Source: an optimization exercise on an open RTL-to-GDS flow (aim: small area, a short achievable clock period and few clock cycles per item). Production flows keep margins and buffers that such runs may drop. Where RTL was checked, it was by simulation tests only, not by an equivalence proof against the original.

build 36:
Design fbindct_8bit, start of the top module:
module fbindct_8bit #(
  parameter IN_WIDTH = 8,
  parameter INT_BITS = 6,
  parameter FRAC_BITS = 6,
  parameter INTER_WIDTH = IN_WIDTH + INT_BITS + FRAC_BITS,
  parameter OUT_WIDTH = 20
)(
  input                                        clk,
  input                                        rst,
  input signed [8*IN_WIDTH-1:0]                x_in,
  input                                        ready_in,
  input                                        load,
  output                                       valid_out,
  output signed [8*OUT_WIDTH-1:0]              y_out
);
clock: 10.0 ns
lec_check: 0
abc_area: 1
cap_margin: 20
core_margin: 2
core_utilization: 40
cts_buf_list: sky130_fd_sc_hd__clkbuf_4 sky130_fd_sc_hd__clkbuf_8
setup_slack_margin: 4.0
slew_margin: 20
synth_hierarchical: 1
tns_end_percent: 50
standard.sh (not shown) runs the stock make flow with config.mk's settings and CLKGATE_MAP_FILE= SYNTH_SCRIPT=/design/flow/synth_recipe.tcl, a recipe that flattens the netlist after the stock synthesis.
==> flow/flow/run.sh <==
#!/bin/bash
# The standard layout, with plain buf_1 cells as the port buffers instead of the
# delay buffers buffer_ports picks by default. Every port still gets its buffer.
set -euo pipefail
bash standard.sh "BUFFER_PORTS_ARGS=-buffer_cell sky130_fd_sc_hd__buf_1" finish > standard_flow.log 2>&1
Build 36 | status: complete | timing, DRC, antenna: pass
Testbench counts of build 36, summed over its fixed seeds: cycles 4,096, rows 2,048.
#### Input delta (build 97 over build 36)
- a deleted CTS_BUF_LIST that had been sky130_fd_sc_hd__clkbuf_4 sky130_fd_sc_hd__clkbuf_8
- a deleted SETUP_SLACK_MARGIN that had been 4.0
- a deleted TNS_END_PERCENT that had been 50
Taking build 36 as the reference, in build 97 core region area closely matched the old numbers, final period demand of the worst path increased by 0.27 ns relative to the old numbers. In build 97, total wirelength of the detailed-routed design is lower than in build 36. Sort build 36 and build 97 by proportion of cell area occupied by multi-input gates, ascending, and build 36 comes first.
Input-level comparison between build 58 and build 97:
- CTS_BUF_LIST now sky130_fd_sc_hd__clkbuf_4 sky130_fd_sc_hd__clkbuf_8, previously not set
- SETUP_SLACK_MARGIN now 4.3, previously not set
## What came out
The higher share of final layout cell area taken by clock buffers and inverters of build 58 and build 97 is in build 97.
Taking build 97 as the reference, in build 58 non-clock buffer count climbed about 37%, total area of multi-input combinational cells higher.
The standard cells in build 58 occupy more silicon area than those in build 97 do.
| wire length on met1 | lower: build 97 |
Routed length per instance came out higher on build 58 than on build 97.
Modified inputs, build 2 compared to build 58
- clearing SETUP_SLACK_MARGIN, which used to be 4.3
--- outcome ---
Between build 58 and build 2, cell count decreased.
> inputs changed (build 2 -> build 73)
- SETUP_SLACK_MARGIN: unset -> 4.6
--- outcome ---
In the flow results for build 2 and build 73, the buffer count from post-CTS setup fixing is larger on build 73. Sequential cell count: build 2 vs build 73 identical. The endpoint of the worst setup timing path comes out y_out[154] in one run and y_out[135] in the other, namely in build 2 and build 73 respectively. Against build 2, final non-filler cell total in build 73 rose by a few percent. Between build 2 and build 73, the difference in number of failing hold endpoints at the final stage is negligible.
Input-level comparison between build 86 and build 73:
- a change of CORE_UTILIZATION from 40 to 60
- an added PLACE_DENSITY of 0.75
- a change of SETUP_SLACK_MARGIN from 4.6 to 4.0
==> comparison <==
Status | build 73 and build 86 | clean
Height of the die (build 86 over build 73): decrease, 18%
[build 86] mean routed wirelength per cell rose about 1.7% relative to build 73

Another version of the RTL of fbindct_8bit (not shown whole).
Size in the first run: roughly 1,400 cells after synthesis, ~80 flip-flops, about 230 I/O pins, ~14,000 sq um of cells after synthesis.
export LEC_CHECK = 0
export ABC_AREA = 1
export CAP_MARGIN = 20
export CORE_MARGIN = 2
export CORE_UTILIZATION = 40
export SLEW_MARGIN = 20
export SYNTH_HIERARCHICAL = 1
create_clock -name core_clock -period 10.0 [get_ports {clk}]
Scripts as last shown in full above: flow/flow/run.sh
Next try:
Settings changed: ABC_AREA 1 to default, SETUP_SLACK_MARGIN from default to 4.2.
What happened: Worst setup slack gains 0.0062 ns; final area goes up by 2.5%; routed wire length goes down by 1.2%; die area goes down by 2.2%; flip-flop and latch count is unchanged; worst hold slack loses 0.0092 ns; via count goes down by 5.0%; global-route usage goes up by 0.31 points.
No run of this note included a check of the RTL's function; only the layout flow was run.

== yarrow ==
fbindct_8bit with an RTL version that a note above also has.
Size in the first run: about 1100 cells after synthesis, about 80 flip-flops, about 12000 µm² of cells after synthesis.
export LEC_CHECK = 0
export ABC_AREA = 1
export CAP_MARGIN = 20
export CORE_MARGIN = 2
export CORE_UTILIZATION = 40
export CTS_BUF_LIST = sky130_fd_sc_hd__clkbuf_4 sky130_fd_sc_hd__clkbuf_8
export SETUP_SLACK_MARGIN = 4.0
export SLEW_MARGIN = 20
export SYNTH_HIERARCHICAL = 1
export TNS_END_PERCENT = 20
create_clock -name core_clock -period 10.0 [get_ports {clk}]
Scripts as last shown in full above: flow/flow/run.sh
yarrow completed end to end with timing, DRC and antenna clean.
Testbench counts of yarrow, summed over its fixed seeds: cycles 4,096, rows 2,048.
Modified inputs, fjord compared to yarrow
- a change of ABC_AREA from 1 to 0
- a deleted TNS_END_PERCENT that had been 20
Notes after the runs:
- | worst path buffer plus inverter count | fjord vs yarrow | 2 higher |
- fjord vs yarrow: total met2 wirelength after detailed routing down slightly
- Sequential share of layout area: fjord vs yarrow down 0.41 points
- Relative to yarrow, the final cell count of fjord is lower by 49.
> inputs changed (fjord -> sierra)
- a change of ABC_AREA from 0 to 1
### Flow results
Taking fjord as the reference, in sierra number of buffers added by the clock tree synthesis step has remained practically unchanged; final period demand of the worst path has decreased.
Sort fjord and sierra by routed wire length, ascending, and fjord comes first.

==> re-timing with driven ports <==
In the flow no input, the clock included, has a driving cell. The finished layouts below were timed again as built, in two steps.
Step 1 (the two cells are an assumption about what drives the block):
set clk [get_ports {clk}]
set_driving_cell -lib_cell sky130_fd_sc_hd__clkbuf_16 $clk
set_driving_cell -lib_cell sky130_fd_sc_hd__buf_2 [delete_from_list [all_inputs] $clk]
Step 2 adds t to the input delays and takes it off the output delays; t is the mean of the earliest and latest rising clock arrival at the registers after step 1. Input paths then give back, and output paths get back, about the clock's delay inside the block.
a / b / c = ideal / step 1 / step 2; a / b = the first two.
run | t, ns | setup WS [ns] | hold slack, ns | worst register clock-pin slew, ns
build 36 | 0.402 | 4.085 / 4.047 / 3.716 | 0.509 / 0.509 / 0.509 | 0.09 / 0.09
build 97 | 0.390 | 3.813 / 3.768 / 3.652 | 0.504 / 0.504 / 0.504 | 0.06 / 0.06
build 58 | 0.408 | 4.091 / 4.052 / 3.943 | 0.505 / 0.505 / 0.505 | 0.08 / 0.08
build 2 | 0.406 | 3.784 / 3.746 / 3.652 | 0.510 / 0.510 / 0.510 | 0.09 / 0.09
build 73 | 0.408 | 4.085 / 4.046 / 3.977 | 0.501 / 0.501 / 0.501 | 0.08 / 0.08
build 86 | 0.399 | 4.053 / 4.020 / 3.742 | 0.499 / 0.499 / 0.499 | 0.08 / 0.08
the first run of note 2 | 0.382 | 3.962 / 3.917 / 4.239 | 0.504 / 0.504 / 0.504 | 0.07 / 0.07
the second run of note 2 | 0.384 | 3.968 / 3.924 / 4.229 | 0.495 / 0.495 / 0.495 | 0.07 / 0.07
yarrow | 0.405 | 4.072 / 4.034 / 3.695 | 0.509 / 0.509 / 0.509 | 0.09 / 0.09
fjord | 0.412 | 3.930 / 3.893 / 3.761 | 0.507 / 0.507 / 0.507 | 0.09 / 0.09
sierra | 0.405 | 4.101 / 4.063 / 3.771 | 0.509 / 0.509 / 0.509 | 0.09 / 0.09
After both steps every run listed still meets setup and hold. The setup slack of yarrow, which loses most, moves by -0.038 ns with the drivers and by -0.377 ns with both steps.
